This is an optimization exercise on Yosys and OpenROAD, whose aim is small area, a short achievable clock period and few clock cycles per item, not a production implementation. Function was not checked in any run shown here: the RTL went through the layout flow alone. Power figures rest on the tool's default switching activity, not on a simulated workload.

File: design/flow/design.v
`timescale 1ns/1ps
module v_tile #(
    parameter width = 16,
    parameter num_inputs = 4,
    parameter num_regs = 16,
    parameter total_inputs = num_inputs + num_inputs
) (
    input wire clk,
    input wire reset,
    input wire on_off,
    input wire write_en1,
    output wire write_rdy1,
    input wire [num_inputs*width-1:0] w_data_in1,
    output wire write_ack1,
    input wire write_en2,
    output wire write_rdy2,
    input wire [num_inputs*width-1:0] w_data_in2,
    output wire write_ack2,
    input wire write_en3,
    output wire write_rdy3,
    input wire [width-1:0] w_data_in3,
    output wire write_ack3,
    output wire [num_inputs*width-1:0] adder_outputs,
    output wire [3:0] dest_info,
    output wire adder_ack
);
    reg        val1, val2, val3;   
    reg        rdy1, rdy2, rdy3;
    reg [31:1] blk_carry;          
    always @(posedge clk) begin
        val1 <= ~reset & (val1 | (write_en1 & ~on_off));
        val2 <= ~reset & (val2 | (write_en2 & ~on_off));
        val3 <= ~reset & (val3 | (write_en3 & ~on_off));
        rdy1 <= reset | (~on_off & ~write_en1);
        rdy2 <= reset | (~on_off & ~write_en2);
        rdy3 <= reset | (~on_off & ~write_en3);
    end
    assign write_rdy1 = rdy1;
    assign write_rdy2 = rdy2;
    assign write_rdy3 = rdy3;
    assign write_ack1 = write_en1 & ~rdy1;
    assign write_ack2 = write_en2 & ~rdy2;
    assign write_ack3 = write_en3 & ~rdy3;
    wire [63:0] ca = w_data_in1 & {64{val1}};
    wire [63:0] cb = w_data_in2 & {64{val2}};
    wire [5:0]  cc = w_data_in3[5:0] & {6{val3}};
    wire [66:0] sx = {ca[63:48], cc[0], ca[47:32], cc[1], ca[31:16], cc[0], ca[15:0]};
    wire [66:0] sy = {cb[63:48], 1'b0,  cb[47:32], 1'b0,  cb[31:16], 1'b0,  cb[15:0]};
    wire [66:0] ss = sx + sy;
    wire [66:0] sc = ss ^ sx ^ sy;   
    integer i;
    always @(posedge clk) begin
        for (i = 1; i < 32; i = i + 1)
            blk_carry[i] <= ~reset & sc[2*i + i/8];
    end
    wire [31:0] cin = {blk_carry, 1'b0};
    wire [63:0] p = ca ^ cb;
    wire [63:0] g = ca & cb;
    genvar k;
    generate
        for (k = 0; k < 32; k = k + 1) begin : blk
            assign adder_outputs[2*k]     = p[2*k] ^ cin[k];
            assign adder_outputs[2*k + 1] = p[2*k + 1] ^ (g[2*k] | (p[2*k] & cin[k]));
        end
    endgenerate
    wire fu_on = on_off & ~(write_en1 | write_en2 | write_en3);
    assign dest_info = {4{fu_on}} & cc[5:2];
    assign adder_ack = fu_on & ~(cc[1] & ~cc[0]);
endmodule
File: design/flow/flow/run.sh
#!/bin/bash
# The standard layout, with the ports buffered by the smallest buffer instead
# of the delay cell buffer_ports picks on its own, and without the full and
# half adder cells (ABC maps the adders to plain gates).
bash standard.sh "BUFFER_PORTS_ARGS=-buffer_cell sky130_fd_sc_hd__buf_1" ADDER_MAP_FILE= finish > standard.log 2>&1
File: design/flow/standard.sh
#!/bin/bash
# synth_recipe.tcl (not shown) runs the flow's synth.tcl, then flattens the netlist and writes it again
# the make line also repeats each setting of config.mk as NAME=value (left out here)
make -C /OpenROAD-flow-scripts/flow DESIGN_CONFIG=/design/flow/config.mk WORK_HOME=/design/flow/orfs CLKGATE_MAP_FILE= SYNTH_SCRIPT=/design/flow/synth_recipe.tcl "${@:-finish}"
File: design/flow/constraint.sdc
create_clock -name core_clock -period 4.5 [get_ports {clk}]
set_input_delay 0.9000 -clock core_clock [delete_from_list [all_inputs] [get_ports {clk}]]
set_output_delay 0.9000 -clock core_clock [all_outputs]
set_load 0.01 [all_outputs]
File: design/flow/config.mk
export PLATFORM = sky130hd
export DESIGN_NAME = v_tile
export DESIGN_NICKNAME = v_tile
export VERILOG_FILES = /design/flow/design.v
export SDC_FILE = /design/flow/constraint.sdc
export NUM_CORES = 4
export LEC_CHECK = 0
export CAP_MARGIN = 20
export CORE_MARGIN = 2
export CORE_UTILIZATION = 40
export SLEW_MARGIN = 20
==> flow_metrics.py, run 1 <==
metrics = {
    "run_status": {
        "status": "finished clean",
    },
    "final_layout": {
        "fin_nets": 1494,
        "post_route_cells_drive_above_1_share_pct": 2.97,
        "diodes": 0,
        "final_cell_area_sq_um": 8790,
        "fin_util_pct": 45.2,
        "layout_commonest_cell": "buf_1",
        "final_cell_mix": "buf_1, nand2_1, o21ai_0, xnor2_1, nor4bb_1",
        "fillers": 2106,
        "area_delta_synth_final_pct": 10.9,
    },
    "timing": {
        "worst_slew_pin_slew_ns": 0.737,
        "fin_setup_tns_ns": 0,
        "slew_viol_final": 0,
        "max_slew_margin_pct": 50.6,
        "fin_worst_skew_ns": 0.00848,
        "hold_viol_final": 0,
        "rsz0062_at_grt": "no",
        "setup_ws_ns": 1.05,
        "layout_min_cycle_time_ns": 3.45,
        "fin_crit_sh_pct": 76.6,
        "max_freq_ghz": 0.290,
        "setup_viol": 0,
    },
    "cts": {
        "cts_tree": "built",
        "clk_pin_slew_ns": 0.06,
        "root_buffer": "clkbuf_16",
        "clock-sinks": 37,
        "cts_buffers": 5,
        "clockBufferDepth": 2,
        "h-tree-depth": 2,
        "hold_buffers": 0,
        "clk_latency_ns": 0.31,
        "ctsResizeCount": 0,
        "post_cts_buffers": 0,
    },
    "synth": {
        "ys_dominant_reg_cell": "dfxtp_1",
        "ys.warnings.count": 1,
        "yosysUniqueCellTypes": 74,
        "synthArstFlopShare_pct": 0,
        "syn-instance-count": 1218,
        "yosys_register_bits": 37,
        "synth-edff-count": 0,
        "seq_area_frac_synth_pct": 9.34,
        "synth_area_sq_um": 7930,
        "synthesis.nets": 1368,
        "synth_area_per_cell_sq_um": 6.51,
    },
    "detailed_routing": {
        "drcViolationCount": 0,
        "wire_per_inst_microns": 15.5,
        "via_per_inst": 5.78,
        "finalWirelength_mm": 25.0,
        "drtPass1Iterations": 6,
        "vias": 9306,
        "dr.first_iter.drc_count": 679,
        "ant_nets": 0,
    },
    "worst_setup_path": {
        "cp_cell_sequence": "buf_4 > nand2_1 > xor2_1 > xor2_1 > buf_1",
        "cp_max_fo": 64,
        "end_kind": "output port",
        "cpPeakStageDelay_ns": 0.64,
        "path_common_cell": "xor2_1",
        "startpoint_type": "flip-flop",
        "cp_data_arrival_time_ns": 2.55,
        "cp.required_ns": 3.60,
        "path_class": "flip-flop to output port",
        "slowest_stage": "dfxtp_4",
    },
    "floorplan": {
        "start_util_pct": 40.7,
        "rows": 51,
        "die_y_microns": 145,
        "core-area_sq_um": 19500,
        "dieArea_sq_um": 21000,
        "ioPinCount": 225,
        "die_w_microns": 145,
    },
    "power_and_ir_drop": {
        "max-vdd-ir-drop_mv": 0.118,
        "p_per_area_nw_per_um2": 151,
        "total_power_mw": 1.33,
        "p_leak_nw": 2.65,
    },
    "grt": {
        "grt_usage_pct": 22.7,
        "grt_max_degree": 85,
        "gr-total-overflow": 0,
        "grt_pass1_vias": 7478,
        "antenna_found_initial": 0,
        "grt_pass1_wl_mm": 38.8,
    },
    "flow_run": {
        "maxCapViolations": 0,
    },
    "place": {
        "post-place-ws_ns": 0.932,
        "dp_hpwl_mm": 18.4,
        "io_buffers": 214,
        "dpl-instance-area_sq_um": 8650,
        "gp_congestion": 0.867,
    },
    "worst_hold_path": {
        "hold_path.class": "flip-flop to flip-flop",
    },
}
registers in the layout (all words and copies together), names as in the netlist:
signal and flops:
rdy2 1, blk_carry 31, val1 1, val3 1, val2 1, rdy3 1
rdy1 1
layer usage:
| metal | wire length (microns) | up-vias | track usage [%] | part of all wire (%) |
|---|---|---|---|---|
| met3 | 1500 | 23 | 2.76 | 6.0 |
| met4 | 381 | 0 | 4.80 | 1.5 |
| met5 | 0 | - | 0 | 0 |
| li1 | - | 4690 | - | - |
| met2 | 10600 | 297 | 33.7 | 42 |
| met1 | 12500 | 4296 | 34.8 | 50 |
worst paths after layout:
kind	from	to	slack [ns]	cells past startpoint
worst min register to register	val3	val3	0.64	2
worst max-delay path	val1	adder_outputs[31]	1.05	5
worst min-delay path	val3	val3	0.64	2
worst max register to register	val1	blk_carry[30]	1.10	10
final cells by class:
cell class                      count  area [sq um]  area share [%]
Tap cell                          265           332            3.77
Inverter                           37           139            1.58
Clock buffer                        6           129            1.47
Multi-Input combinational cell   1038          6530            74.3
Clock inverter                      2          10.0           0.114
Timing Repair Buffer              225           900            10.2
Sequential cell                    37           748            8.51
synthesized netlist by cell type (5+ instances only):
cell        n  area share, %
o21bai_1    5           0.47
a31oi_1    17            1.3
dfxtp_1    37            9.3
a21o_1     10           0.95
xnor2_1    81            9.0
and3_1     20            1.6
o21ai_1    11           0.69
clkbuf_1   54            2.6
nand4_1    44            3.5
a21oi_1    66            4.2
inv_1      37            1.8
o21ai_0   150            9.5
o211ai_1   29            2.7
buf_1       5           0.24
buf_4       5           0.47
a31o_2      5           0.55
buf_2      35            2.2
xor2_1     47            5.2
buf_6       7           0.99
nor4bb_1   76            9.6
and2_1     23            1.8
maj3_1     32            4.0
nand2_1   210            9.9
nor2b_1     7           0.55
nor3_1      9           0.57
a32oi_1    10            1.1
a21boi_0    8           0.76
nand3_1    35            2.2
nor2_1     55            2.6
a22oi_1    11            1.0
cells by family after synthesis:
kind of cell	after synthesis	synth area share, %
xor gates and xnor gates	128	14.1
and+or+nand+nor	503	34.8
DFF	37	9.34
AOI/OAI and AO/OA	375	29.5
buffers and inverters	143	8.22
adders and majority gates	32	4.04
metrics by stage:
stage / instances / hold slack (ns)
after floorplan: 1218 / 0.530
after global placement: 1602 / 0.623
after detailed placement: 1602 / 0.632
after CTS: 1610 / 0.647
after global routing: 1610 / 0.682
final: 1610 / 0.644
where the power goes:
part / switching (mW) / internal (mW)
combinational: 0.387 / 0.215
sequential: 0.0181 / 0.333
clock: 0.171 / 0.205
total: 0.576 / 0.752
critical path: cells and delay by family, from the launching register on:
kind / cells / cell delay [ns]
buffers and inverters: 2 / 0.76
flip-flops: 1 / 0.64
XOR/XNOR: 2 / 0.62
AND/OR/NAND/NOR: 1 / 0.17
==> inputs of run 2 (changes only) <==
==> design/flow/flow/run.sh (replaced) <==
#!/bin/bash
# The standard layout, with the ports buffered by the smallest buffer instead
# of the delay cell buffer_ports picks on its own.
bash standard.sh "BUFFER_PORTS_ARGS=-buffer_cell sky130_fd_sc_hd__buf_1" finish > standard.log 2>&1
==> run 2 against run 1 <==
- sequential share of layout area increased by 1.3 points
- via count down 33%
- non-clock buffer count decreased by 7
- sequential power grew 12%
- clock skew down 0.0022 ns
- clock-buffer cell count decreased by 1
- wire length fell by 32%
- core utilization up 2.8 points
- sequential cell count unchanged
- register-to-register slack got worse by 0.48 ns
==> flow_metrics.py, run 2 <==
metrics = {
    "run_status": {
        "status": "finished clean",
    },
    "final_layout": {
        "fin_nets": 1305,
        "final_cell_area_sq_um": 7600,
        "final_cell_mix": "buf_1, inv_1, nand2_1, xnor2_1, and2_1",
        "top_register": "blk_carry",
        "post_route_cells_drive_above_1_share_pct": 3.30,
        "area_delta_synth_final_pct": 18.1,
        "largest_register_ffs": 31,
        "layout_commonest_cell": "buf_1",
    },
    "worst_hold_path": {
        "min_to": "val3",
        "hold_path.class": "flip-flop to flip-flop",
        "worstHoldStart": "val3",
        "holdPathStages": 2,
    },
    "synth": {
        "syn-instance-count": 864,
        "synthArstFlopShare_pct": 0,
        "synth-edff-count": 0,
        "synth_common_cells": "inv_1, nand2_1, xnor2_1",
        "yosysTopAreaCell": "xnor2_1",
        "ys_dominant_reg_cell": "dfxtp_1",
        "netlist.area_leader.share_pct": 12.7,
        "synthesis.nets": 1109,
        "synth-xor-area-share_pct": 16.6,
        "synth_top_family_by_area": "simple AND/OR/NAND/NOR gates",
        "synth_area_sq_um": 6430,
        "synth_area_per_cell_sq_um": 7.45,
        "synth_most_common_cell": "inv_1",
        "synth-compound-area-share_pct": 17.2,
        "seq_area_frac_synth_pct": 11.5,
        "synth.top_cells.by_area": "xnor2_1, ha_1, dfxtp_1",
        "ys.warnings.count": 1,
        "yosys.area_share.simple_pct": 24.1,
        "synth.area.mux_share_pct": 0,
        "synth_fa_ha_area_share_pct": 22.2,
        "yosysUniqueCellTypes": 61,
        "yosys_register_bits": 37,
    },
    "detailed_routing": {
        "finalWirelength_mm": 17.0,
        "ant_nets": 0,
        "vias": 6206,
        "via_per_inst": 4.86,
        "drcViolationCount": 0,
        "drtPass1Iterations": 4,
        "dr.first_iter.drc_count": 241,
        "wire_per_inst_microns": 13.3,
    },
    "worst_setup_path": {
        "regToRegStartpoint": "val1",
        "end_kind": "flip-flop",
        "cp_max_fo": 52,
        "cp_data_arrival_time_ns": 4.04,
        "worstRegToRegCells": 12,
        "rrSetupSlack_ns": 0.62,
        "startpoint_type": "flip-flop",
        "cp.required_ns": 4.66,
        "timing.rr.end": "blk_carry[30]",
        "path_class": "flip-flop to flip-flop",
    },
    "cts": {
        "cts_buffers": 5,
        "h-tree-depth": 2,
        "clk_latency_ns": 0.31,
        "clockBufferDepth": 2,
        "root_buffer": "clkbuf_16",
        "post_cts_buffers": 0,
        "clock-sinks": 37,
        "clk_pin_slew_ns": 0.07,
        "ctsResizeCount": 0,
        "hold_buffers": 0,
        "cts_tree": "built",
    },
    "grt": {
        "gr-total-overflow": 0,
        "grt_max_degree": 52,
        "grt_pass1_wl_mm": 27.4,
        "met3_usage_pct": 2.89,
        "antenna_found_initial": 0,
        "grt_pass1_vias": 5696,
        "grt_use_met2_pct": 33.5,
        "grt-busiest-layer": "met2",
        "use_met1_pct": 26.7,
        "grt_usage_pct": 20.0,
    },
    "timing": {
        "fin_setup_tns_ns": 0,
        "slew_viol_final": 0,
        "hold_viol_final": 0,
        "fin_worst_skew_ns": 0.00632,
        "worst_slew_pin_slew_ns": 0.964,
        "max_freq_ghz": 0.258,
        "hold_ws_ns": 0.739,
        "fin_crit_sh_pct": 86.2,
        "max_slew_margin_pct": 35.7,
        "setup_viol": 0,
        "layout_min_cycle_time_ns": 3.88,
        "rsz0062_at_grt": "no",
    },
    "floorplan": {
        "dieArea_sq_um": 17100,
        "start_util_pct": 40.6,
        "core-area_sq_um": 15800,
        "ioPinCount": 225,
        "die_w_microns": 131,
        "rows": 46,
        "die_y_microns": 131,
    },
    "place": {
        "dpl-instance-area_sq_um": 7400,
        "io_buffers": 214,
        "gp_congestion": 0.866,
        "dp_hpwl_mm": 13.7,
    },
    "power_and_ir_drop": {
        "p_leak_nw": 3.45,
        "p_per_area_nw_per_um2": 198,
        "max-vdd-ir-drop_mv": 0.141,
    },
    "flow_run": {
        "maxCapViolations": 0,
    },
}
## run 2: how the worst max path moves through the flow
stage | start | endpoint | slack, ns | cells past startpoint
after floorplan | w_data_in1[0] | blk_carry[21] | 1.19 | 12
after global placement | w_data_in1[0] | blk_carry[21] | 0.59 | 13
after detailed placement | w_data_in1[0] | blk_carry[21] | 0.56 | 13
after CTS | val1 | blk_carry[30] | 0.55 | 12
after global routing | val1 | blk_carry[30] | 0.21 | 12
final | val1 | blk_carry[30] | 0.62 | 12
## run 2: through the flow
| step | total power, mW | setup WS [ns] | util [%] | std cells |
|---|---|---|---|---|
| finish | 1.51 | 0.621 | 48.0 | 1278 |
| CTS | 1.53 | 0.547 | 48.0 | 1277 |
| global placement | 1.01 | 0.595 | 46.8 | 1269 |
| detailed placement | 1.01 | 0.564 | 46.8 | 1269 |
| global route | 1.61 | 0.214 | 48.0 | 1277 |
| floorplan | 0.833 | 1.19 | - | 864 |
## run 2: kinds of logic (layout without fill, tap and decap cells)
group                      count (synthesis)  count (layout)
DFF                                       37              37
and+or+nand+nor                          310             310
AOI/OAI and AO/OA                        165             165
other                                      0               1
xor gates and xnor gates                 122             122
buffers and inverters                    135             332
adders and majority gates                 95              95
## run 2: power breakdown
group	leakage, nW	switching [mW]	total (mW)	internal [mW]
clock	0.0944	0.183	0.503	0.321
sequential	0.306	0.0298	0.392	0.362
combinational	3.05	0.350	0.610	0.260
## run 2: worst max-delay path, stage by stage, from the launching register on
cell,delay (ns)
dfxtp_2,0.97
nand2_1,0.29
inv_1,0.13
ha_1,0.27
and4_4,0.22
a221o_2,0.39
a311oi_1,0.31
a311oi_2,0.15
a211oi_2,0.46
o41ai_4,0.18
a31oi_2,0.17
xnor2_1,0.14
nor2_1,0.06
## run 2: final cells by class
class	instances	area, sq um
fillers	1696	8230
multi-input cells	692	5150
repair buffers	218	835
flip-flops and latches	37	743
inverters	106	398
well taps	216	270
clock buffers	5	125
clock inverters	3	68.8
diodes	1	2.50
## run 2: layer usage
layer | part of all wire [%] | vias up
li1 | - | 3257
met1 | 47 | 2761
met2 | 45 | 164
met3 | 4.9 | 24
met4 | 2.2 | 0
met5 | 0 | -
==> inputs of run 3 (changes only) <==
--- a/design/flow/design.v
+++ b/design/flow/design.v
@@ -26,5 +26,8 @@
 );
+    localparam BLK = 4;            
+    localparam NB  = 64 / BLK;     
+    localparam BPL = 16 / BLK;     
     reg        val1, val2, val3;   
     reg        rdy1, rdy2, rdy3;
-    reg [31:1] blk_carry;          
+    reg [NB-1:1] blk_carry;        
     always @(posedge clk) begin
@@ -46,21 +49,46 @@
     wire [5:0]  cc = w_data_in3[5:0] & {6{val3}};
-    wire [66:0] sx = {ca[63:48], cc[0], ca[47:32], cc[1], ca[31:16], cc[0], ca[15:0]};
-    wire [66:0] sy = {cb[63:48], 1'b0,  cb[47:32], 1'b0,  cb[31:16], 1'b0,  cb[15:0]};
-    wire [66:0] ss = sx + sy;
-    wire [66:0] sc = ss ^ sx ^ sy;   
-    integer i;
-    always @(posedge clk) begin
-        for (i = 1; i < 32; i = i + 1)
-            blk_carry[i] <= ~reset & sc[2*i + i/8];
+    wire [63:0] p = ca ^ cb;       
+    wire [63:0] g = ca & cb;       
+    reg [NB-1:0] bg, bp;
+    integer b, j;
+    always @* begin
+        for (b = 0; b < NB; b = b + 1) begin
+            bg[b] = 1'b0;
+            bp[b] = 1'b1;
+            for (j = 0; j < BLK; j = j + 1) begin
+                bg[b] = g[BLK*b + j] | (p[BLK*b + j] & bg[b]);
+                bp[b] = bp[b] & p[BLK*b + j];
+            end
+        end
+        bg[1*BPL - 1] = bg[1*BPL - 1] & cc[0];
+        bp[1*BPL - 1] = bp[1*BPL - 1] & cc[0];
+        bg[2*BPL - 1] = bg[2*BPL - 1] & cc[1];
+        bp[2*BPL - 1] = bp[2*BPL - 1] & cc[1];
+        bg[3*BPL - 1] = bg[3*BPL - 1] & cc[0];
+        bp[3*BPL - 1] = bp[3*BPL - 1] & cc[0];
     end
-    wire [31:0] cin = {blk_carry, 1'b0};
-    wire [63:0] p = ca ^ cb;
-    wire [63:0] g = ca & cb;
-    genvar k;
-    generate
-        for (k = 0; k < 32; k = k + 1) begin : blk
-            assign adder_outputs[2*k]     = p[2*k] ^ cin[k];
-            assign adder_outputs[2*k + 1] = p[2*k + 1] ^ (g[2*k] | (p[2*k] & cin[k]));
+    reg [NB-1:0] pg, pp;
+    integer lv, k;
+    always @* begin
+        pg = bg;
+        pp = bp;
+        for (lv = 1; lv < NB; lv = lv * 2)
+            for (k = 0; k < NB; k = k + 1)
+                if (k & lv) begin
+                    pg[k] = pg[k] | (pp[k] & pg[(k & ~(lv - 1)) - 1]);
+                    pp[k] = pp[k] & pp[(k & ~(lv - 1)) - 1];
+                end
+    end
+    always @(posedge clk)
+        blk_carry <= {NB-1{~reset}} & pg[NB-2:0];
+    wire [NB-1:0] cin = {blk_carry, 1'b0};
+    reg  [63:0] c;
+    always @* begin
+        for (b = 0; b < NB; b = b + 1) begin
+            c[BLK*b] = cin[b];
+            for (j = 1; j < BLK; j = j + 1)
+                c[BLK*b + j] = g[BLK*b + j - 1] | (p[BLK*b + j - 1] & c[BLK*b + j - 1]);
         end
-    endgenerate
+    end
+    assign adder_outputs = p ^ c;
     wire fu_on = on_off & ~(write_en1 | write_en2 | write_en3);
==> run 3 against run 2 <==
- via count is 37% lower
- die area is 35% lower
- sequential cell count is 16 lower
- first-iteration DRC count is 66% lower
==> flow_metrics.py, run 3 <==
metrics = {
    "run_status": {
        "status": "finished clean",
    },
    "cts": {
        "clk_pin_slew_ns": 0.08,
        "ctsResizeCount": 0,
        "h-tree-depth": 1,
        "root_buffer": "clkbuf_8",
        "clock-sinks": 21,
        "clockBufferDepth": 2,
        "clk_latency_ns": 0.26,
        "post_cts_buffers": 0,
        "cts_buffers": 3,
        "cts_tree": "built",
        "hold_buffers": 0,
    },
    "synth": {
        "synth_common_cells": "and2_1, ha_1, fa_1",
        "ys_dominant_reg_cell": "dfxtp_1",
        "synth-edff-count": 0,
        "yosys_register_bits": 21,
        "yosysUniqueCellTypes": 46,
        "synth.top_cells.by_area": "fa_1, and2_1, ha_1",
        "synthesis.nets": 720,
        "yosysTopAreaCell": "fa_1",
        "ys.warnings.count": 1,
        "synthArstFlopShare_pct": 0,
        "synth_area_sq_um": 4090,
        "syn-instance-count": 465,
        "seq_area_frac_synth_pct": 10.3,
        "synth_most_common_cell": "and2_1",
        "netlist.area_leader.share_pct": 23.5,
        "synth_area_per_cell_sq_um": 8.80,
    },
    "final_layout": {
        "final_cell_mix": "buf_1, and2_1, ha_1, fa_1, inv_1",
        "layout_commonest_cell": "buf_1",
        "post_route_cells_drive_above_1_share_pct": 3.58,
        "area_delta_synth_final_pct": 24.1,
        "fin_nets": 926,
        "multi_input_area_sq_um": 3460,
        "top_register": "blk_carry",
        "fillers": 1000,
        "regArea_sq_um": 420,
        "largest_register_ffs": 15,
        "diodes": 0,
    },
    "grt": {
        "antenna_found_initial": 0,
        "grt_max_degree": 65,
        "grt_usage_pct": 20.1,
        "gr-total-overflow": 0,
        "grt_pass1_vias": 4075,
        "grt_pass1_wl_mm": 18.4,
    },
    "worst_hold_path": {
        "worstHoldStart": "val3",
        "min_to": "val3",
        "holdPathStages": 2,
        "hold_path.class": "flip-flop to flip-flop",
    },
    "worst_setup_path": {
        "cp_data_arrival_time_ns": 4.12,
        "rrSetupSlack_ns": 0.83,
        "startpoint_type": "input pin",
        "cp.required_ns": 4.63,
        "path_class": "input pin to flip-flop",
        "regToRegStartpoint": "val2",
        "timing.rr.end": "blk_carry[10]",
        "cp_max_fo": 5,
        "end_kind": "flip-flop",
        "worstRegToRegCells": 11,
    },
    "flow_run": {
        "maxCapViolations": 0,
    },
    "timing": {
        "hold_ws_ns": 0.709,
        "layout_min_cycle_time_ns": 3.99,
        "rsz0062_at_grt": "no",
        "max_freq_ghz": 0.250,
        "fin_setup_tns_ns": 0,
        "hold_viol_final": 0,
        "worst_slew_pin_slew_ns": 0.842,
        "slew_viol_final": 0,
        "max_slew_margin_pct": 43.3,
        "fin_worst_skew_ns": 0.00219,
        "fin_crit_sh_pct": 88.8,
        "setup_viol": 0,
    },
    "power_and_ir_drop": {
        "p_leak_nw": 2.49,
        "p_per_area_nw_per_um2": 123,
        "max-vdd-ir-drop_mv": 0.0730,
    },
    "detailed_routing": {
        "dr.first_iter.drc_count": 81,
        "ant_nets": 0,
        "via_per_inst": 4.85,
        "wire_per_inst_microns": 13.6,
        "drcViolationCount": 0,
        "vias": 3891,
        "finalWirelength_mm": 10.9,
        "drtPass1Iterations": 4,
    },
    "floorplan": {
        "die_y_microns": 105,
        "ioPinCount": 225,
        "start_util_pct": 41.5,
        "die_w_microns": 105,
        "rows": 36,
        "dieArea_sq_um": 11100,
        "core-area_sq_um": 9860,
    },
    "place": {
        "dp_hpwl_mm": 9.53,
        "gp_congestion": 0.819,
        "io_buffers": 214,
    },
}
[run 3: changes by cell type after synthesis, sizes merged, moves of 14 or more]
cell	before	now
dfxtp	37	21
inv	106	38
xnor2	93	2
xor2	29	14
fa	32	48
nand2	98	22
nand3	18	4
a21oi	57	25
nor2	59	14
and2	82	126
[run 3: worst max-delay path: stages]
cell and delay, ns:
buf_1 0.07, and2_1 0.15, ha_1 0.25, fa_1 0.47
fa_1 0.49, fa_1 0.48, a211oi_2 0.28, o21ai_1 0.14
a21oi_2 0.20, a21oi_2 0.11, a31oi_1 0.43, o21ai_0 0.16
[run 3: metrics by stage]
step | setup slack [ns] | util, % | cells | power (mW) | area [sq um]
finish | 0.506 | 51.5 | 803 | 0.623 | 5080
detailed placement | 0.240 | 51.0 | 799 | 0.506 | 5030
global placement | 0.289 | 51.0 | 799 | 0.503 | 5030
floorplan | 0.712 | - | 465 | 0.395 | 4090
global route | 0.286 | 51.5 | 803 | 0.679 | 5080
CTS | 0.507 | 51.5 | 803 | 0.634 | 5080
[run 3: cells by family (layout without fill, tap and decap cells)]
| kind of cell | after synthesis | in the layout | share of synthesized area [%] |
|---|---|---|---|
| xor+xnor | 16 | 16 | 3.42 |
| flops | 21 | 21 | 10.3 |
| buf+inv | 55 | 260 | 5.26 |
| fa+ha+maj | 105 | 105 | 40.9 |
| simple gates | 195 | 195 | 28.9 |
| compound gates | 73 | 73 | 11.2 |
[run 3: layer usage]
metal | GRT usage, % | vias up | part of all wire [%]
li1 | - | 1956 | -
met4 | 4.57 | 0 | 1.3
met2 | 35.9 | 151 | 49
met5 | 0 | - | 0
met3 | 2.43 | 11 | 7.0
met1 | 25.7 | 1773 | 42
[run 3: final cells by class]
class,count,share of cell area [%]
Sequential cell,21,8.28
Tap cell,133,3.28
Clock inverter,1,0.0985
Inverter,38,2.81
Clock buffer,3,0.813
Multi-Input combinational cell,389,68.1
Timing Repair Buffer,218,16.7
[run 3: how the worst max path moves through the flow]
stage,startpoint,to,slack [ns],depth (start not counted)
global route,w_data_in2[0],blk_carry[10],0.29,12
global placement,w_data_in2[0],blk_carry[15],0.29,13
detailed placement,w_data_in2[0],blk_carry[10],0.24,12
floorplan,w_data_in2[0],blk_carry[15],0.71,12
finish,w_data_in2[0],blk_carry[10],0.51,12
CTS,w_data_in2[0],blk_carry[14],0.51,13
[run 3: where the power goes]
group	switching (mW)	total (mW)	internal [mW]	leakage (nW)
sequential	0.00521	0.195	0.190	0.171
clock	0.0632	0.125	0.0617	0.0255
combinational	0.177	0.303	0.126	2.30
==> inputs of run 4 (changes only) <==
==> design/flow/flow/run.sh (replaced) <==
#!/bin/bash
# The standard layout, with the ports buffered by the smallest buffer instead
# of the delay cell buffer_ports picks on its own, the adders mapped by ABC
# to plain gates (no full/half adder cells), and ABC's area script.
bash standard.sh "BUFFER_PORTS_ARGS=-buffer_cell sky130_fd_sc_hd__buf_1" ADDER_MAP_FILE= ABC_AREA=1 finish > standard.log 2>&1
==> run 4 against run 3 <==
- clock skew about the same
- worst hold slack lost 0.10 ns
- maximum frequency is 15% higher
- highest routed layer unchanged
- clock-buffer cell count did not move
- first-iteration DRC count increased by 67%
- sequential share of layout area rose by 0.56 points
- largest cell class unchanged
- still clean
- combinational power is 9.9% higher
- synthesized cell count increased by 57%
- non-clock buffer count did not move
- area after synthesis fell by 4.7%
- largest power group unchanged
==> flow_metrics.py, run 4 <==
metrics = {
    "synth": {
        "synthesis.nets": 879,
        "netlist.area_leader.share_pct": 25.7,
        "synth_common_cells": "nand2_1, inv_1, nor2_1",
        "yosysUniqueCellTypes": 36,
        "synth_most_common_cell": "nand2_1",
        "synth.top_cells.by_area": "nand2_1, xor2_1, dfxtp_1",
        "synthArstFlopShare_pct": 0,
        "synth-edff-count": 0,
        "ys_dominant_reg_cell": "dfxtp_1",
        "synth_area_per_cell_sq_um": 5.35,
        "ys.warnings.count": 1,
        "synth_top_family_by_area": "simple AND/OR/NAND/NOR gates",
        "synth_area_sq_um": 3900,
        "synth_fa_ha_area_share_pct": 0,
        "synth-xor-area-share_pct": 16.6,
        "syn-instance-count": 729,
        "synth-compound-area-share_pct": 13.2,
        "yosys_register_bits": 21,
        "synth.area.mux_share_pct": 0,
        "yosys.area_share.simple_pct": 46.4,
        "seq_area_frac_synth_pct": 10.8,
        "yosysTopAreaCell": "nand2_1",
    },
    "flow_run": {
        "maxCapViolations": 0,
    },
    "floorplan": {
        "ioPinCount": 225,
        "core-area_sq_um": 9640,
        "start_util_pct": 40.5,
        "dieArea_sq_um": 10600,
        "rows": 36,
        "die_y_microns": 103,
        "die_w_microns": 103,
    },
    "cts": {
        "post_cts_buffers": 0,
        "clock-sinks": 21,
        "ctsResizeCount": 0,
        "cts_tree": "built",
        "root_buffer": "clkbuf_8",
        "h-tree-depth": 1,
        "cts_buffers": 3,
        "clk_pin_slew_ns": 0.09,
        "hold_buffers": 0,
        "clockBufferDepth": 2,
        "clk_latency_ns": 0.27,
    },
    "final_layout": {
        "diodes": 0,
        "top_register": "blk_carry",
        "fin_nets": 1081,
        "largest_register_ffs": 15,
        "fin_cells": 1063,
        "area_delta_synth_final_pct": 23.4,
        "post_route_cells_drive_above_1_share_pct": 3.12,
        "layout_commonest_cell": "nand2_1",
        "final_cell_mix": "nand2_1, buf_1, inv_1, nor2_1, xor2_1",
    },
    "timing": {
        "rsz0062_at_grt": "no",
        "slew_viol_final": 0,
        "fin_crit_sh_pct": 77.3,
        "fin_setup_tns_ns": 0,
        "fin_worst_skew_ns": 0.00196,
        "worst_slew_pin_slew_ns": 0.625,
        "max_freq_ghz": 0.288,
        "setup_viol": 0,
        "max_slew_margin_pct": 58.1,
        "hold_viol_final": 0,
        "layout_min_cycle_time_ns": 3.48,
    },
    "worst_hold_path": {
        "holdPathStages": 2,
        "min_to": "val3",
        "hold_path.class": "flip-flop to flip-flop",
        "worstHoldStart": "val3",
    },
    "detailed_routing": {
        "dr.first_iter.drc_count": 135,
        "finalWirelength_mm": 11.7,
        "drtPass1Iterations": 5,
        "drcViolationCount": 0,
        "via_per_inst": 4.63,
        "wire_per_inst_microns": 11.0,
        "vias": 4923,
        "ant_nets": 0,
    },
    "power_and_ir_drop": {
        "total_power_mw": 0.675,
        "p_leak_nw": 2.24,
        "max-vdd-ir-drop_mv": 0.0961,
        "p_per_area_nw_per_um2": 140,
    },
    "worst_setup_path": {
        "end_kind": "output port",
        "worstRegToRegCells": 15,
        "rrSetupSlack_ns": 1.93,
        "cp_max_fo": 48,
        "timing.rr.end": "blk_carry[13]",
        "path_class": "flip-flop to output port",
        "regToRegStartpoint": "val1",
        "cp_data_arrival_time_ns": 2.58,
        "startpoint_type": "flip-flop",
        "cp.required_ns": 3.60,
    },
    "grt": {
        "antenna_found_initial": 0,
        "gr-total-overflow": 0,
        "grt_pass1_vias": 4146,
        "grt_max_degree": 49,
        "grt_pass1_wl_mm": 18.1,
        "grt_usage_pct": 21.1,
    },
    "run_status": {
        "status": "finished clean",
    },
    "place": {
        "dp_hpwl_mm": 9.72,
        "placed_cells": 1059,
        "io_buffers": 214,
        "gp_congestion": 0.786,
    },
}
run 4: changes by cell type in the layout (fill, tap and decap cells not counted), moves of 12 or more:
cell and delta:
and2_1 -125, nand2_1 +248, ha_1 -57, inv_1 +50, nor2_1 +61, nand4_1 +25, nand3_1 +24, nor3_1 +12
fa_1 -48, xnor2_1 +20, xor2_1 +36
run 4: cell families (layout without fill, tap and decap cells):
kind of cell | after synthesis | in the layout
buffers and inverters | 116 | 317
AOI/OAI and AO/OA | 89 | 89
and+or+nand+nor | 430 | 430
xor gates and xnor gates | 73 | 73
DFF | 21 | 21
run 4: cell type report:
type                            instances  area [sq um]
Timing Repair Buffer                  218           846
Clock inverter                          1          5.00
Fill cell                            1117          4830
Multi-Input combinational cell        592          2970
Tap cell                              133           166
Sequential cell                        21           425
Inverter                               95           357
Clock buffer                            3          41.3
run 4: power by group:
group | total, mW | internal [mW] | switching, mW
registers | 0.205 | 0.190 | 0.0149
clock network | 0.137 | 0.0619 | 0.0747
logic | 0.333 | 0.121 | 0.212
run 4: layer usage:
layer	part of all wire [%]	GRT usage [%]	wire, microns	up-vias
li1	-	-	-	2708
met1	47	27.5	5450	2053
met2	44	36.2	5100	154
met3	8.5	4.81	988	8
met4	1.1	3.64	123	0
met5	0	0	0	-
run 4: critical path, stage by stage (launching register included):
cell	delay, ns
dfxtp_2	0.67
buf_12	0.28
nand2_1	0.09
nor3_1	0.29
a21oi_1	0.14
o21ai_0	0.29
nand2_1	0.08
nand2_1	0.08
xor2_1	0.16
buf_1	0.19
run 4: stage by stage:
step	utilization, %	setup slack [ns]	hold slack (ns)	cell area (sq um)
6_report	49.9	1.02	0.606	4810
5_1_grt	49.9	0.794	0.637	4810
4_1_cts	49.9	1.00	0.599	4810
3_5_place_dp	49.4	1.31	0.585	4770
3_3_place_gp	49.4	1.33	0.577	4770
2_1_floorplan	-	1.71	0.533	3900
run 4: how the worst max path moves through the flow:
stage / end / from / slack (ns)
after floorplan: adder_outputs[15] / w_data_in2[12] / 1.71
after global placement: adder_outputs[23] / val1 / 1.33
after detailed placement: adder_outputs[15] / val1 / 1.31
after CTS: adder_outputs[15] / val1 / 1.00
after global routing: adder_outputs[23] / val1 / 0.79
final: adder_outputs[15] / val1 / 1.02
==> inputs of run 5 (changes only) <==
==> design/flow/flow/run.sh (replaced) <==
#!/bin/bash
# The standard layout, with the ports buffered by the smallest buffer instead
# of the delay cell buffer_ports picks on its own, the adders mapped by ABC
# to plain gates (no full/half adder cells), and ABC's area script.
bash standard.sh "BUFFER_PORTS_ARGS=-buffer_cell sky130_fd_sc_hd__buf_1" ADDER_MAP_FILE= ABC_AREA=1 SETUP_SLACK_MARGIN=1.5 finish > standard.log 2>&1
==> run 5 against run 4 <==
- sequential cell count did not move
- cell count rose by 1.7%
- register-to-register slack improved by 0.31 ns
- clock power barely moved
- critical path depth rose by 2
- core utilization rose by 3.2 points
- setup slack improved by 0.49 ns
- wire length rose by 9.4%
- sequential share of layout area fell by 0.49 points
==> flow_metrics.py, run 5 <==
metrics = {
    "worst_setup_path": {
        "crit_start": "w_data_in1[44]",
        "cp_data_arrival_time_ns": 2.09,
        "startpoint_type": "input pin",
        "cp_cell_sequence": "buf_1 > nand4_1 > nand2_1 > inv_1 > nand2_1 > nand2_1 > nand2_1 > nand2_1 > a21oi_2 > xnor2_1 > buf_2",
        "path_common_cell": "nand2_1",
        "path_class": "input pin to output port",
        "crit_family": "simple AND/OR/NAND/NOR gates",
        "cp.required_ns": 3.60,
        "end_kind": "output port",
        "slowest_stage": "buf_2",
        "cpPeakStageDelay_ns": 0.17,
        "crit_cells": 11,
        "regToRegStartpoint": "val1",
        "cp_max_fo": 3,
        "worstRegToRegCells": 13,
        "cp_num_buf_inv": 3,
    },
    "timing": {
        "setup_viol": 0,
        "fin_crit_sh_pct": 66.4,
        "fin_setup_tns_ns": 0,
        "fin_worst_skew_ns": 0.00172,
        "layout_min_cycle_time_ns": 2.99,
        "worst_slew_pin_slew_ns": 0.608,
        "hold_viol_final": 0,
        "rsz0062_at_grt": "yes",
        "max_freq_ghz": 0.335,
        "max_slew_margin_pct": 59.2,
        "slew_viol_final": 0,
        "setup_ws_ns": 1.51,
    },
    "synth": {
        "ys_dominant_reg_cell": "dfxtp_1",
        "yosysTopAreaCell": "nand2_1",
        "synth_most_common_cell": "nand2_1",
        "seq_area_frac_synth_pct": 10.8,
        "synth_area_per_cell_sq_um": 5.35,
        "synthArstFlopShare_pct": 0,
        "synth_common_cells": "nand2_1, inv_1, nor2_1",
        "synth.top_cells.by_area": "nand2_1, xor2_1, dfxtp_1",
        "syn-instance-count": 729,
        "yosys_register_bits": 21,
        "netlist.area_leader.share_pct": 25.7,
        "yosysUniqueCellTypes": 36,
        "synthesis.nets": 879,
        "synth-edff-count": 0,
        "ys.warnings.count": 1,
        "synth_area_sq_um": 3900,
    },
    "detailed_routing": {
        "via_per_inst": 4.67,
        "finalWirelength_mm": 12.8,
        "ant_nets": 0,
        "dr.first_iter.drc_count": 124,
        "wire_per_inst_microns": 11.8,
        "vias": 5051,
        "drcViolationCount": 0,
        "drtPass1Iterations": 4,
    },
    "power_and_ir_drop": {
        "max-vdd-ir-drop_mv": 0.0976,
        "p_per_area_nw_per_um2": 139,
        "p_leak_nw": 2.41,
    },
    "floorplan": {
        "rows": 36,
        "die_y_microns": 103,
        "start_util_pct": 40.5,
        "core-area_sq_um": 9640,
        "ioPinCount": 225,
        "die_w_microns": 103,
        "dieArea_sq_um": 10600,
    },
    "cts": {
        "clk_latency_ns": 0.27,
        "clock-sinks": 21,
        "hold_buffers": 0,
        "cts_buffers": 3,
        "root_buffer": "clkbuf_8",
        "clockBufferDepth": 2,
        "cts_tree": "built",
        "h-tree-depth": 1,
        "clk_pin_slew_ns": 0.09,
    },
    "final_layout": {
        "top_register": "blk_carry",
        "area_delta_synth_final_pct": 31.3,
        "regArea_sq_um": 428,
        "post_route_cells_drive_above_1_share_pct": 8.86,
        "final_cell_mix": "nand2_1, buf_1, inv_1, nor2_1, xor2_1",
        "fillers": 1091,
        "fin_nets": 1099,
        "largest_register_ffs": 15,
        "layout_commonest_cell": "nand2_1",
        "multi_input_area_sq_um": 3070,
        "diodes": 0,
        "final_cell_area_sq_um": 5120,
    },
    "place": {
        "gp_congestion": 0.786,
        "post-place-ws_ns": 1.31,
        "dp_hpwl_mm": 9.72,
        "io_buffers": 214,
        "dpl-instance-area_sq_um": 4770,
    },
    "run_status": {
        "status": "finished clean",
    },
    "grt": {
        "antenna_found_initial": 0,
        "gr-total-overflow": 0,
        "grt_usage_pct": 22.3,
        "grt_pass1_vias": 4225,
        "grt_max_degree": 28,
        "grt_pass1_wl_mm": 18.8,
    },
    "worst_hold_path": {
        "holdPathStages": 2,
        "hold_path.class": "flip-flop to flip-flop",
        "worstHoldStart": "val3",
    },
    "flow_run": {
        "maxCapViolations": 0,
    },
}
[run 5: cell counts after synthesis]
No cell type changed its count.
[run 5: report_power, final]
part           total, mW  switching (mW)  leakage (nW)  internal (mW)
clock              0.139          0.0767        0.0255         0.0620
sequential         0.196         0.00590         0.172          0.190
combinational      0.377           0.236          2.21          0.140
total              0.711           0.319          2.41          0.392
[run 5: logic make-up (layout without fill, tap and decap cells)]
| group | count (synthesis) | after routing | synth area share, % |
|---|---|---|---|
| AND/OR/NAND/NOR | 430 | 430 | 46.4 |
| buffers and inverters | 116 | 335 | 13.0 |
| AO/OA/AOI/OAI | 89 | 89 | 13.2 |
| XOR/XNOR | 73 | 73 | 16.6 |
| flip-flops | 21 | 21 | 10.8 |
[run 5: metrics by stage]
stage / hold slack [ns] / instances / utilization [%] / total power [mW]
floorplan: 0.533 / 729 / - / 0.425
global placement: 0.577 / 1059 / 49.4 / 0.543
detailed placement: 0.585 / 1059 / 49.4 / 0.544
CTS: 0.599 / 1069 / 50.9 / 0.702
global route: 0.636 / 1081 / 53.1 / 0.767
finish: 0.601 / 1081 / 53.1 / 0.711
[run 5: tightest hold or removal path, cell delays in order (launching register included)]
cell	delay [ns]
dfxtp_1	0.39
a21oi_1	0.14
nor2_1	0.04
[run 5: layer usage]
metal  up-vias  wire length (microns)  GRT usage, %
li1       2746                      -             -
met1      2148                   5940          28.7
met2       151                   5840          39.0
met3         6                    892          4.81
met4         0                    102          3.34
met5         -                      0             0
[run 5: path summary, 6_finish.rpt]
path / end / slack, ns
worst max-delay path: adder_outputs[47] / 1.51
worst min-delay path: val3 / 0.60
worst max register to register: blk_carry[14] / 2.24
worst min register to register: val3 / 0.60
[run 5: repair_timing]
| action | 4_1_cts | 5_1_grt |
|---|---|---|
| buffers inserted | 5 | 12 |
| pin swaps | 0 | 16 |
| endpoints found under the setup margin | 42 | 23 |
| gates resized for setup | 9 | 54 |
| cloned | 1 | 0 |
[run 5: final cells by class]
type	count	area share (%)
clock buffers	3	0.806
repair buffers	236	20.4
clock inverters	1	0.0977
multi-input cells	592	60.0
well taps	133	3.25
flip-flops and latches	21	8.35
inverters	95	7.08
==> inputs of run 6 (changes only) <==
==> design/flow/flow/run.sh (replaced) <==
#!/bin/bash
# The standard layout, with the ports buffered by the smallest buffer instead
# of the delay cell buffer_ports picks on its own, the adders mapped by ABC
# to plain gates (no full/half adder cells), and ABC's area script.
bash standard.sh "BUFFER_PORTS_ARGS=-buffer_cell sky130_fd_sc_hd__buf_1" ADDER_MAP_FILE= ABC_AREA=1 SETUP_SLACK_MARGIN=2.0 finish > standard.log 2>&1
==> run 6 against run 5 <==
- clock skew increased by 0.0035 ns
- cell count increased by 12%
- sequential power about the same
- core utilization increased by 27 points
- die area unchanged
- worst hold slack improved by 0.037 ns
- sequential share of layout area decreased by 2.8 points
- power increased by 34%
- area after synthesis unchanged
- via count increased by 23%
- global-route usage increased by 5.2 points
- largest cell class unchanged
- largest power group unchanged
==> flow_metrics.py, run 6 <==
metrics = {
    "run_status": {
        "status": "finished clean",
    },
    "cts": {
        "clk_pin_slew_ns": 0.09,
        "clk_latency_ns": 0.27,
        "cts_tree": "built",
        "hold_buffers": 0,
        "root_buffer": "clkbuf_8",
        "clock-sinks": 21,
        "h-tree-depth": 1,
        "clockBufferDepth": 2,
        "cts_buffers": 3,
    },
    "synth": {
        "synthArstFlopShare_pct": 0,
        "ys.warnings.count": 1,
        "seq_area_frac_synth_pct": 10.8,
        "synth-edff-count": 0,
        "synthesis.nets": 879,
        "yosysTopAreaCell": "nand2_1",
        "synth_most_common_cell": "nand2_1",
        "synth_area_per_cell_sq_um": 5.35,
        "synth.top_cells.by_area": "nand2_1, xor2_1, dfxtp_1",
        "yosys_register_bits": 21,
        "synth_common_cells": "nand2_1, inv_1, nor2_1",
        "syn-instance-count": 729,
        "synth_area_sq_um": 3900,
        "ys_dominant_reg_cell": "dfxtp_1",
        "yosysUniqueCellTypes": 36,
        "netlist.area_leader.share_pct": 25.7,
    },
    "final_layout": {
        "diodes": 0,
        "fin_nets": 1230,
        "largest_register_ffs": 15,
        "post_route_cells_drive_above_1_share_pct": 44.6,
        "top_register": "blk_carry",
        "layout_commonest_cell": "nand2_1",
        "area_delta_synth_final_pct": 99.0,
        "final_cell_mix": "nand2_1, buf_1, buf_6, buf_4, inv_1",
    },
    "grt": {
        "grt_pass1_wl_mm": 23.4,
        "grt_max_degree": 34,
        "grt_usage_pct": 27.4,
        "grt_pass1_vias": 5417,
        "gr-total-overflow": 0,
        "antenna_found_initial": 0,
    },
    "worst_setup_path": {
        "cpPeakStageDelay_ns": 0.15,
        "cp_cell_sequence": "buf_6 > nand4_1 > buf_4 > nand2_4 > o21ai_2 > nand3_1 > nand2_2 > nand2_2 > nand2_2 > xnor2_2 > buf_2",
        "cp_max_fo": 2,
        "path_class": "input pin to output port",
        "end_kind": "output port",
        "timing.rr.end": "blk_carry[15]",
        "startpoint_type": "input pin",
        "path_common_cell": "nand2_2",
        "rrSetupSlack_ns": 1.68,
        "slowest_stage": "buf_2",
        "worstRegToRegCells": 22,
        "regToRegStartpoint": "val2",
        "cp.required_ns": 3.60,
        "cp_data_arrival_time_ns": 2.02,
    },
    "timing": {
        "rsz0062_at_grt": "yes",
        "layout_min_cycle_time_ns": 2.92,
        "slew_viol_final": 0,
        "max_slew_margin_pct": 56.7,
        "worst_slew_pin_slew_ns": 0.645,
        "setup_viol": 0,
        "hold_ws_ns": 0.638,
        "fin_crit_sh_pct": 64.9,
        "max_freq_ghz": 0.342,
        "fin_setup_tns_ns": 0,
        "hold_viol_final": 0,
        "fin_worst_skew_ns": 0.00517,
    },
    "detailed_routing": {
        "vias": 6225,
        "drtPass1Iterations": 5,
        "via_per_inst": 5.14,
        "ant_nets": 0,
        "finalWirelength_mm": 18.3,
        "drcViolationCount": 0,
        "dr.first_iter.drc_count": 239,
        "wire_per_inst_microns": 15.1,
    },
    "place": {
        "io_buffers": 214,
        "gp_congestion": 0.846,
        "dp_hpwl_mm": 10.5,
    },
    "floorplan": {
        "die_w_microns": 103,
        "die_y_microns": 103,
        "dieArea_sq_um": 10600,
        "start_util_pct": 40.5,
        "ioPinCount": 225,
        "rows": 36,
        "core-area_sq_um": 9640,
    },
    "flow_run": {
        "maxCapViolations": 0,
    },
    "worst_hold_path": {
        "holdPathStages": 2,
        "min_to": "val3",
        "worstHoldStart": "val3",
        "hold_path.class": "flip-flop to flip-flop",
    },
    "power_and_ir_drop": {
        "p_leak_nw": 3.83,
        "p_per_area_nw_per_um2": 123,
        "total_power_mw": 0.953,
        "max-vdd-ir-drop_mv": 0.121,
    },
}
run 6: cell count changes in the layout (fill, tap and decap cells not counted), sizes merged:
cell / previous run / this run
clkinv: 3 / 2
buf: 230 / 355
clkbuf: 8 / 16
bufbuf: 1 / 0
run 6: per-stage QoR:
step	instances	instance area, sq um	utilization [%]	setup slack [ns]
2_1_floorplan	729	4220	-	1.83
3_3_place_gp	1059	5080	52.7	1.42
3_5_place_dp	1059	5080	52.7	1.39
4_1_cts	1164	6470	67.1	1.63
5_1_grt	1212	7760	80.5	1.50
6_report	1212	7760	80.5	1.58
run 6: worst max-delay path by stage:
stage,from,end,slack (ns),cells past startpoint
2_1_floorplan,w_data_in1[60],adder_outputs[63],1.83,8
3_3_place_gp,val2,adder_outputs[31],1.42,9
3_5_place_dp,val2,adder_outputs[31],1.39,9
4_1_cts,w_data_in1[48],adder_outputs[51],1.63,10
5_1_grt,w_data_in1[48],adder_outputs[51],1.50,11
6_report,w_data_in1[48],adder_outputs[51],1.58,11
run 6: power breakdown:
group	leakage (nW)	switching [mW]	internal, mW	total, mW
logic	3.63	0.328	0.291	0.619
clock network	0.0228	0.0724	0.0633	0.136
registers	0.172	0.00856	0.190	0.198
total	3.83	0.409	0.544	0.953
run 6: what timing repair did:
item	in CTS	in global routing
endpoints found under the setup margin	79	82
gates cloned	0	7
setup buffers	101	41
pin swaps	94	116
resized for setup	193	226
run 6: layer usage:
layer | track usage [%] | part of all wire [%] | up-vias
li1 | - | - | 3002
met1 | 31.8 | 39 | 2912
met2 | 52.3 | 52 | 263
met3 | 4.68 | 6.3 | 48
met4 | 6.17 | 2.9 | 0
met5 | 0 | 0 | -
run 6: cell type report:
class	count	area (sq um)
Multi-Input combinational cell	592	4030
Sequential cell	21	428
Timing Repair Buffer	367	2720
Inverter	95	370
Tap cell	133	166
Fill cell	733	1880
Clock buffer	4	45.0
run 6: cell families after synthesis:
kind of cell	count (synthesis)	share of synthesized area, %
AND/OR/NAND/NOR	430	46.4
buffers and inverters	116	13.0
AO/OA/AOI/OAI	89	13.2
XOR/XNOR	73	16.6
flip-flops	21	10.8
run 6: critical path: cells and delay by family:
kind | cells | cell delay, ns
AO/OA/AOI/OAI | 1 | 0.13
XOR/XNOR | 1 | 0.12
AND/OR/NAND/NOR | 6 | 0.49
buffers and inverters | 3 | 0.37

[static timing again, ports no longer ideal]
No port has a modelled driver above. Below, the same layouts with a new extraction and two added sets of constraints. Step 1 (the two cells are an assumption about what drives the block):
set clk [get_ports {clk}]
set_driving_cell -lib_cell sky130_fd_sc_hd__clkbuf_16 $clk
set_driving_cell -lib_cell sky130_fd_sc_hd__buf_2 [delete_from_list [all_inputs] $clk]
Step 2, shift: input delay + t, output delay - t, t = (earliest + latest rising clock arrival at the registers) / 2. This alone moves slack from input paths to output paths. Three values: ideal ports, drivers, drivers and shift; two values: the first two.
| run | t (ns) | setup WS [ns] | worst hold slack (ns) | worst slew at a driven data input, ns |
|---|---|---|---|---|
| run 1 | 0.343 | 1.055 / 1.012 / 0.789 | 0.644 / 0.644 / 0.644 | 0.06 |
| run 2 | 0.344 | 0.621 / 0.621 / 0.528 | 0.739 / 0.739 / 0.739 | 0.07 |
| run 3 | 0.286 | 0.506 / 0.514 / 0.228 | 0.709 / 0.709 / 0.709 | 0.05 |
| run 4 | 0.296 | 1.023 / 0.992 / 1.288 | 0.606 / 0.606 / 0.606 | 0.06 |
| run 5 | 0.297 | 1.513 / 1.485 / 1.485 | 0.601 / 0.601 / 0.601 | 0.06 |
| run 6 | 0.298 | 1.578 / 1.525 / 1.330 | 0.638 / 0.638 / 0.638 | 0.07 |
After both steps setup and hold are still met in every run listed. For run 3, which loses most, drivers alone change the setup slack by +0.008 ns; drivers and shift together by -0.278 ns.
